Source: an optimization exercise on an open RTL-to-GDS flow (aim: small area). Production flows keep margins and buffers that such runs may drop. Function was checked by simulation only, so behaviour that the tests miss may differ from the original. Power figures rest on the tool's default switching activity, not on a simulated workload.

Design top, start of the top module:
module top (
    input clk,
    input rst,
    input rx,
    input [3:0] sw_mode,
    input btn_L, btn_R, btn_D, btn_U,
    input echo,
    input dht_in,
    output dht_oe,
    output dht_drv,
    output trig,
    output tx,
    output [3:0] fndCom,
    output [7:0] fndFont
);
==> flow/config.mk <==
export PLATFORM = sky130hd
export DESIGN_NAME = top
export DESIGN_NICKNAME = top
export VERILOG_FILES = /design/flow/design.v
export SDC_FILE = /design/flow/constraint.sdc
export NUM_CORES = 4
export LEC_CHECK = 0
export CAP_MARGIN = 5
export CORE_MARGIN = 2
export CORE_UTILIZATION = 40
export SLEW_MARGIN = 5
==> flow/constraint.sdc <==
create_clock -name core_clock -period 110.0 [get_ports {clk}]
set_input_delay 22.0000 -clock core_clock [delete_from_list [all_inputs] [get_ports {clk}]]
set_output_delay 22.0000 -clock core_clock [all_outputs]
set_load 0.01 [all_outputs]
standard.sh (not shown) runs the stock make flow with config.mk's settings and CLKGATE_MAP_FILE= SYNTH_SCRIPT=/design/flow/synth_recipe.tcl, a recipe that flattens the netlist after the stock synthesis.
==> flow/flow/run.sh <==
#!/bin/bash
# Standard synthesis; then the combinational logic between the (untouched) registers is
# re-mapped by ABC with area-oriented scripts (the smallest result is kept); then the
# standard layout steps, with small port buffers and a clock tree of clkbuf_8 buffers
# without dummy loads.
set -euo pipefail
W=$(pwd)
R=$W/orfs/results/$FLOW_PLATFORM/top/base
L=$W/orfs/logs/$FLOW_PLATFORM/top/base
LIB=$FLOW_HOME/platforms/$FLOW_PLATFORM/lib/sky130_fd_sc_hd__tt_025C_1v80.lib

bash standard.sh synth > $W/std_synth.log 2>&1

yosys -p "read_liberty -ignore_miss_func $LIB; write_verilog -noattr $W/cells_all.v" > $W/cells.log 2>&1
python3 $W/flow/comb.py $W/cells_all.v $W/comb_cells.v
DU=$(grep -o -- '-dont_use [A-Za-z0-9_]*' $L/1_2_yosys.log | sort -u | tr '\n' ' ')
cp $R/1_2_yosys.v $W/std_1_2_yosys.v

resyn() {
  yosys -p "read_liberty -lib $LIB; read_verilog $W/std_1_2_yosys.v; hierarchy -top $FLOW_TOP; \
    techmap -map $W/comb_cells.v; techmap; opt -purge; \
    abc -liberty $LIB $DU -script $W/flow/resyn_$1.abc; \
    splitnets; opt_clean -purge; \
    hilomap -singleton -hicell sky130_fd_sc_hd__conb_1 HI -locell sky130_fd_sc_hd__conb_1 LO; \
    insbuf -buf sky130_fd_sc_hd__buf_1 A X; opt_clean -purge; \
    stat -liberty $LIB; write_verilog -noattr -nohex -nodec $W/resyn_$1.v" > $W/resyn_$1.log 2>&1
}
resyn a
best=""; besta=""
for k in a; do
  a=$(grep "Chip area for module" $W/resyn_$k.log | tail -1 | awk '{print $NF}')
  echo "resyn $k: $a" >> $W/resyn_pick.log
  if [[ -n "$a" ]] && { [[ -z "$besta" ]] || python3 -c "import sys; sys.exit(0 if float('$a') < float('$besta') else 1)"; }; then
    best=$k; besta=$a
  fi
done
echo "picked $best ($besta)" >> $W/resyn_pick.log
cp $W/resyn_$best.v $R/1_2_yosys.v
rm -f $R/1_synth.odb $R/1_synth.sdc

export BUFFER_PORTS_ARGS="-buffer_cell sky130_fd_sc_hd__buf_1"
export CTS_ARGS="-sink_clustering_enable -repair_clock_nets -dont_use_dummy_load -buf_list sky130_fd_sc_hd__clkbuf_8 -sink_clustering_size 16 -sink_clustering_max_diameter 60"
bash standard.sh > $W/std_finish.log 2>&1
==> flow/flow/resyn_a.abc <==
strash
ifraig
dc2
dch -f
amap
mfs2 -a
strash
dc2
dch -f
amap
mfs2 -a
strash
dc2
dch -f
amap
mfs2 -a
strash
dch -f
amap
mfs2 -a
strash
dch -f
amap
topo
Other scripts of this flow, unchanged in this note and not shown: flow/flow/comb.py
The baseline produced a clean layout.
Next try:
--- a/flow/flow/run.sh
+++ b/flow/flow/run.sh
@@ -28 +28 @@
-resyn a
+resyn a & resyn b & resyn c & resyn d & wait
@@ -30 +30 @@
-for k in a; do
+for k in a b c d; do
==> flow/flow/resyn_a.abc (replaced) <==
strash
ifraig
dc2
&get -n
&deepsyn -T 600 -S 3
&put
dch -f
amap
mfs2 -a
strash
dc2
dch -f
amap
mfs2 -a
strash
dc2
dch -f
amap
mfs2 -a
strash
dch -f
amap
topo
==> flow/flow/resyn_b.abc (new file) <==
strash
ifraig
dc2
&get -n
&deepsyn -T 600
&put
dch -f
amap
mfs2 -a
strash
dc2
dch -f
amap
mfs2 -a
strash
dc2
dch -f
amap
mfs2 -a
strash
dch -f
amap
topo
==> flow/flow/resyn_c.abc (new file) <==
strash
ifraig
dc2
&get -n
&deepsyn -T 600 -S 1
&put
dch -f
amap
mfs2 -a
strash
dc2
dch -f
amap
mfs2 -a
strash
dc2
dch -f
amap
mfs2 -a
strash
dch -f
amap
topo
==> flow/flow/resyn_d.abc (new file) <==
strash
ifraig
dc2
&get -n
&deepsyn -T 600 -S 2
&put
dch -f
amap
mfs2 -a
strash
dc2
dch -f
amap
mfs2 -a
strash
dc2
dch -f
amap
mfs2 -a
strash
dch -f
amap
topo
--- a/flow/config.mk
+++ b/flow/config.mk
@@ -8 +8 @@
-export CAP_MARGIN = 5
+export CAP_MARGIN = 20
@@ -11 +11 @@
-export SLEW_MARGIN = 5
+export SLEW_MARGIN = 20
=> Count of clock-buffer cells in the layout fell by 1. Via count fell by 7.8%. Design area fell by 5.0%. Fmax is about the same. Clock skew fell by 29 ps. Worst hold slack improves by 7.2 ps. Synthesized cell count fell by 8.8%. Wire length fell by 8.2%.
Next try:
--- a/flow/flow/run.sh
+++ b/flow/flow/run.sh
@@ -28 +28 @@
-resyn a & resyn b & resyn c & resyn d & wait
+resyn a
@@ -30 +30 @@
-for k in a b c d; do
+for k in a; do
==> flow/flow/resyn_a.abc (replaced) <==
strash
ifraig
dc2
dch -f
amap
mfs2 -a
strash
dc2
dch -f
amap
mfs2 -a
strash
dc2
dch -f
amap
mfs2 -a
strash
dch -f
amap
mfs2 -a
strash
dch -f
amap
topo
--- a/flow/config.mk
+++ b/flow/config.mk
@@ -10,0 +11 @@
+export GPL_TIMING_DRIVEN = 0
removed: flow/flow/resyn_b.abc
removed: flow/flow/resyn_c.abc
removed: flow/flow/resyn_d.abc
Total power is higher by 3.0%.
Register-to-register slack got worse by 100 ps.
Setup slack is worse by 390 ps.
Cell count goes up by 8.4%.
Clock power rose by about 0.6%.
Wire length goes up by 2.7%.
Utilization is about the same.
Area after synthesis rose by 5.5%.
Clock skew came out higher by 20 ps.
Clock-buffer cell count stays the same.
Via count rises by 7.5%.
Next try:
--- a/flow/flow/run.sh
+++ b/flow/flow/run.sh
@@ -28 +28 @@
-resyn a
+resyn a & resyn b & resyn c & resyn d & wait
@@ -30 +30 @@
-for k in a; do
+for k in a b c d; do
@@ -42 +42 @@
-export CTS_ARGS="-sink_clustering_enable -repair_clock_nets -dont_use_dummy_load -buf_list sky130_fd_sc_hd__clkbuf_8 -sink_clustering_size 16 -sink_clustering_max_diameter 60"
+export CTS_ARGS="-sink_clustering_enable -repair_clock_nets -dont_use_dummy_load -buf_list sky130_fd_sc_hd__clkbuf_8 -sink_clustering_size 18 -sink_clustering_max_diameter 60"
==> flow/flow/resyn_a.abc (replaced) <==
strash
ifraig
dc2
&get -n
&deepsyn -T 600 -S 3
&put
dch -f
amap
mfs2 -a
strash
dc2
dch -f
amap
mfs2 -a
strash
dc2
dch -f
amap
mfs2 -a
strash
dch -f
amap
topo
==> flow/flow/resyn_b.abc (new file) <==
strash
ifraig
dc2
&get -n
&deepsyn -T 600
&put
dch -f
amap
mfs2 -a
strash
dc2
dch -f
amap
mfs2 -a
strash
dc2
dch -f
amap
mfs2 -a
strash
dch -f
amap
topo
==> flow/flow/resyn_c.abc (new file) <==
strash
ifraig
dc2
&get -n
&deepsyn -T 600 -S 1
&put
dch -f
amap
mfs2 -a
strash
dc2
dch -f
amap
mfs2 -a
strash
dc2
dch -f
amap
mfs2 -a
strash
dch -f
amap
topo
==> flow/flow/resyn_d.abc (new file) <==
strash
ifraig
dc2
&get -n
&deepsyn -T 600 -S 2
&put
dch -f
amap
mfs2 -a
strash
dc2
dch -f
amap
mfs2 -a
strash
dc2
dch -f
amap
mfs2 -a
strash
dch -f
amap
topo
--- a/flow/config.mk
+++ b/flow/config.mk
@@ -11 +10,0 @@
-export GPL_TIMING_DRIVEN = 0
After rerunning: Total power decreases by a few percent; die area decreases by a few percent; first-iteration DRC count increases by a few percent; via count decreases by a few percent; area after synthesis decreases by a few percent; clock skew decreases by 23 ps; non-clock buffer count decreases by 10; count of clock-buffer cells in the layout decreases by 1; sequential share of layout area increases by 2.5 points; cell count decreases by a little under a tenth.

separate check: timing with driven ports:
Ports are ideal in the flow. The routed layouts listed here were re-timed in OpenROAD.
Step 1 sets driving cells, clkbuf_16 on the clock port and buf_2 on the other inputs (assumed; they add their load-dependent delay and slew).
Step 2 moves the port delays by t, midway between the first and last clock arrival at a register: inputs arrive t later, outputs are due t later. That takes back most of the time a late clock gives input paths.
Slacks: no drivers / after step 1 / after step 2; pairs: no drivers / after step 1.
| run | t (ns) | setup slack, ns | hold slack, ns | slew at the worst register clock pin (ns) | worst data-port slew with drivers (ns) |
|---|---|---|---|---|---|
| the first run | 0.666 | 62.221 / 62.185 / 62.185 | 0.394 / 0.394 / 0.394 | 0.10 / 0.10 | 0.04 |
| the second run | 0.651 | 62.265 / 62.237 / 62.237 | 0.401 / 0.401 / 0.401 | 0.10 / 0.10 | 0.07 |
| the third run | 0.656 | 61.875 / 61.850 / 61.850 | 0.432 / 0.432 / 0.432 | 0.10 / 0.10 | 0.04 |
| the fourth run | 0.647 | 62.295 / 62.267 / 62.267 | 0.417 / 0.417 / 0.417 | 0.11 / 0.11 | 0.07 |
After both steps setup and hold are still met in every run listed. For the first run, which loses most, drivers alone change the setup slack by -0.036 ns; drivers and shift together by -0.036 ns.
